What follows belongs to an exercise in optimizing a design on an open flow for small area, a short achievable clock period and few clock cycles per item; a production flow would make more cautious choices.
Function was checked by simulation only, so behaviour that the tests miss may differ from the original.

==> flow/design.v (excerpt) <==
module logarithm #(
	parameter n = 16,
	parameter m = 24,
	parameter k = 5 ,
	parameter p = 24
) (
	input        clk  ,  
	input        reset,  
	input        start,
	input  [0:n] x    ,
	output [1:p] y    ,
	output       done
);
	reg  [23:0] f;
	reg  [24:0] r;           
	wire s1;
	wire c2;
	wire s3;
	wire c4;
	wire s5;
	wire c6;
	wire s7;
	wire c8;
	wire s9;
	wire c10;
	wire s11;
	wire c12;
	wire s13;
	wire c14;
	wire s15;
	wire c16;
	wire s17;
	wire c18;
	wire s19;
	wire c20;
	wire s21;
	wire c22;
	wire s23;
	wire c24;
	wire s25;
	wire c26;
	wire s27;
	wire c28;
	wire s29;
	wire c30;
	wire s31;
	wire c32;
	wire s33;
	wire c34;
	wire s35;
	wire c36;
	wire s37;
	wire c38;
	wire s39;
	wire c40;
	wire s41;
	wire c42;
	wire s43;
	wire c44;
	wire s45;
	wire c46;
	wire s47;
	wire c48;
	wire s49;
	wire c50;
	wire s51;
	wire c52;
	wire s53;
	wire c54;
	wire s55;
	wire c56;
	wire s57;
	wire c58;
	wire s59;
	wire c60;
	wire s61;
	wire c62;
	wire s63;
	wire c64;
	wire s65;
	wire c66;
	wire s67;
	wire c68;
	wire s69;
	wire c70;
	wire s71;
	wire c72;
	wire s73;
	wire c74;
	wire s75;
	wire c76;
	wire s77;
	wire c78;
	wire s79;
	wire c80;
	wire s81;
	wire c82;
	wire s83;
	wire c84;
	wire s85;
	wire c86;
	wire s87;
	wire c88;
	wire s89;
	wire c90;
	wire s91;
	wire c92;
	wire s93;
	wire c94;
	wire s95;
	wire c96;
	wire s97;
	wire c98;
	wire s99;
	wire c100;
	wire s101;
	wire c102;
	wire s103;
	wire c104;
	wire s105;
	wire c106;
	wire s107;
	wire c108;
	wire s109;
	wire c110;
	wire s111;
	wire c112;
	wire s113;
	wire c114;
	wire s115;
	wire c116;
	wire s117;
	wire c118;
	wire s119;
	wire c120;
	wire s121;
	wire c122;
	wire s123;
	wire c124;
	wire s125;
	wire c126;
	wire s127;
	wire c128;
	wire s129;
	wire c130;
	wire s131;
  ...
Settings: LEC_CHECK=0, CAP_MARGIN=20, CORE_MARGIN=2, CORE_UTILIZATION=40, SETUP_SLACK_MARGIN=3.8, SLEW_MARGIN=60, SYNTH_HIERARCHICAL=1, SYNTH_MINIMUM_KEEP_SIZE=0; clock period 9.0 ns.
run.sh (not shown) runs the stock make flow with config.mk's settings and CLKGATE_MAP_FILE= SYNTH_SCRIPT=/design/flow/synth_recipe.tcl, a recipe that flattens the netlist after the stock synthesis.
Testbench counts at the start, summed over its fixed seeds: cycles 41,600, items 1,600.
Rerun with:
Settings changed: SETUP_SLACK_MARGIN 3.8 to 3.5.
- maximum frequency falls by 4.4%
- global-route usage hardly moves
- design area falls by 1.9%
- setup slack got worse by 230 ps
- cell count barely changes
- sequential cell count does not change
- register-to-register slack got worse by 230 ps
- via count falls by 0.56%

---

logarithm, a different RTL version from the one above (not shown whole).
Size in the first run: ~1200 cells after synthesis, ~49 flip-flops, about 10000 um^2 of cells after synthesis.
clock: 9.0 ns
lec_check: 0
cap_margin: 20
core_margin: 2
core_utilization: 60
place_density: 0.7
setup_slack_margin: 3
slew_margin: 60
synth_hierarchical: 1
synth_minimum_keep_size: 0
The first run finished with timing, DRC and antenna clean.
Testbench counts at the start, summed over its fixed seeds: cycles 41,600, items 1,600.
Change:
--- a/flow/config.mk
+++ b/flow/config.mk
@@ -10,3 +10,2 @@
-export CORE_UTILIZATION = 60
-export PLACE_DENSITY = 0.7
-export SETUP_SLACK_MARGIN = 3
+export CORE_UTILIZATION = 40
+export SETUP_SLACK_MARGIN = 4
Result: Register-to-register slack gets better by 0.64 ns. Utilization went down by 14 points. Hold slack gets worse by 0.017 ns. Area after synthesis stays the same. Non-clock buffer count went up by 111. Critical path depth went up by 1. Setup slack gets better by 0.64 ns. Via count went up by roughly a tenth. Global-route usage went down by 7.9 points.
Change:
--- a/flow/config.mk
+++ b/flow/config.mk
@@ -11 +11 @@
-export SETUP_SLACK_MARGIN = 4
+export SETUP_SLACK_MARGIN = 3.5
Routed wire length shrinks by 14%.
Setup slack degrades by 0.32 ns.
Register-to-register slack is worse by 0.32 ns.
First-iteration DRC count falls by 28%.
Area after synthesis does not change.
Change:
--- a/flow/config.mk
+++ b/flow/config.mk
@@ -11 +11 @@
-export SETUP_SLACK_MARGIN = 3.5
+export SETUP_SLACK_MARGIN = 3
Outcome:
- clock skew stays flat
- design area went down slightly
- maximum frequency went down by a few percent
- critical path depth stays the same
- sequential share of layout area hardly moves
- setup slack gets worse by 0.35 ns
- clock-buffer cell count is unchanged

---

build 74:
Another version of the RTL of logarithm (not shown whole).
For scale: roughly 1200 cells after synthesis, roughly 45 I/O pins, ~10000 um^2 of cells after synthesis.
Design logarithm, start of the top module:
module logarithm #(
	parameter n = 16,
	parameter m = 24,
	parameter k = 5 ,
	parameter p = 24
) (
	input        clk  ,  
	input        reset,  
	input        start,
	input  [0:n] x    ,
	output [1:p] y    ,
	output       done
);
Settings: LEC_CHECK=0, CAP_MARGIN=20, CORE_MARGIN=2, CORE_UTILIZATION=40, SETUP_SLACK_MARGIN=3.8, SLEW_MARGIN=60, SYNTH_HIERARCHICAL=1, SYNTH_MINIMUM_KEEP_SIZE=0; clock period 9.0 ns.
standard.sh (not shown) runs the stock make flow with config.mk's settings and CLKGATE_MAP_FILE= SYNTH_SCRIPT=/design/flow/synth_recipe.tcl, a recipe that flattens the netlist after the stock synthesis.
==> flow/flow/run.sh <==
#!/bin/bash
# Standard layout, with the smallest buffer on the ports instead of the
# delay buffer that buffer_ports picks by default.
set -e
export BUFFER_PORTS_ARGS="-buffer_cell sky130_fd_sc_hd__buf_1"
bash standard.sh finish > standard_flow.log 2>&1
Build 74 ran to completion and came out clean on the timing, DRC and antenna checks.
Testbench counts of build 74, summed over its fixed seeds: cycles 41,600, items 1,600.
Setup changes, build 74 to build 67
==> flow/run.sh (new file) <==
#!/bin/bash
# synth_recipe.tcl (not shown) runs the flow's synth.tcl, then flattens the netlist and writes it again
# the make line also repeats each setting of config.mk as NAME=value (left out here)
make -C /OpenROAD-flow-scripts/flow DESIGN_CONFIG=/design/flow/config.mk WORK_HOME=/design/flow/orfs CLKGATE_MAP_FILE= SYNTH_SCRIPT=/design/flow/synth_recipe.tcl finish
removed: flow/flow/run.sh
removed: flow/standard.sh
==> summary.txt <==
- Build 67 vs build 74 — final critical delay including setup and external delays dropped 0.027 ns.
- From build 74 to build 67 the numbers moved as follows: placed wire-length estimate after detailed placement shrank by 110 um; worst hold slack went down by 0.0073 ns.
Here is what was changed in the inputs of build 52 compared with build 67.
Settings: changing SETUP_SLACK_MARGIN from 3.8 to 4.0.
==> flow/flow/run.sh (new file) <==
#!/bin/bash
# Standard layout, with the smallest buffer on the ports instead of the
# delay buffer that buffer_ports picks by default.
set -e
export BUFFER_PORTS_ARGS="-buffer_cell sky130_fd_sc_hd__buf_1"
bash standard.sh finish > standard_flow.log 2>&1
==> flow/standard.sh (new file) <==
#!/bin/bash
# synth_recipe.tcl (not shown) runs the flow's synth.tcl, then flattens the netlist and writes it again
# the make line also repeats each setting of config.mk as NAME=value (left out here)
make -C /OpenROAD-flow-scripts/flow DESIGN_CONFIG=/design/flow/config.mk WORK_HOME=/design/flow/orfs CLKGATE_MAP_FILE= SYNTH_SCRIPT=/design/flow/synth_recipe.tcl "${@:-finish}"
removed: flow/run.sh
==> comparison <==
Of build 52 and build 67, the higher via count of the first global-routing pass belongs to build 52. Between build 52 and build 67, the difference in register fraction of the total cell area is negligible. Clock slew at the register clock pins of the worst setup and hold paths essentially unchanged between build 67 and build 52. Summary — routed length on met3, build 52 relative to build 67: higher, by about 50%. The synthesis-to-finish area growth of build 52 exceeds that of build 67 by 2.7 points. Build 52 ends up with higher timing-limited maximum frequency than build 67 does.

==> separate check: timing with driven ports <==
In the flow no input, the clock included, has a driving cell. The finished layouts below were timed again as built, in two steps.
Step 1, drivers: a clkbuf_16 drives clk and a buf_2 each remaining input, both assumed.
Step 2 adds t to the input delays and takes it off the output delays; t is the mean of the earliest and latest rising clock arrival at the registers after step 1. Input paths then give back, and output paths get back, about the clock's delay inside the block.
Slacks: no drivers / after step 1 / after step 2; pairs: no drivers / after step 1.
run | shift t [ns] | slack for setup (ns) | hold WS [ns] | slew at the worst register clock pin (ns) | worst data-port slew with drivers (ns)
the first run of note 1 | 0.319 | 4.073 / 4.073 / 4.073 | 0.527 / 0.527 / 0.527 | 0.08 / 0.08 | 0.05
the second run of note 1 | 0.319 | 3.846 / 3.846 / 3.846 | 0.527 / 0.527 / 0.527 | 0.08 / 0.08 | 0.05
the first run of note 2 | 0.321 | 3.368 / 3.368 / 3.368 | 0.531 / 0.531 / 0.531 | 0.07 / 0.07 | 0.04
the second run of note 2 | 0.318 | 4.009 / 4.009 / 4.009 | 0.514 / 0.514 / 0.514 | 0.07 / 0.07 | 0.05
the third run of note 2 | 0.317 | 3.686 / 3.686 / 3.686 | 0.542 / 0.542 / 0.542 | 0.07 / 0.07 | 0.04
the fourth run of note 2 | 0.317 | 3.340 / 3.340 / 3.340 | 0.542 / 0.542 / 0.542 | 0.07 / 0.07 | 0.05
build 74 | 0.324 | 3.990 / 3.990 / 3.990 | 0.537 / 0.537 / 0.537 | 0.07 / 0.07 | 0.04
build 67 | 0.324 | 4.017 / 4.017 / 4.017 | 0.529 / 0.529 / 0.529 | 0.08 / 0.08 | 0.05
build 52 | 0.326 | 4.173 / 4.173 / 4.173 | 0.537 / 0.537 / 0.537 | 0.07 / 0.07 | 0.04
After both steps every run listed still meets setup and hold.
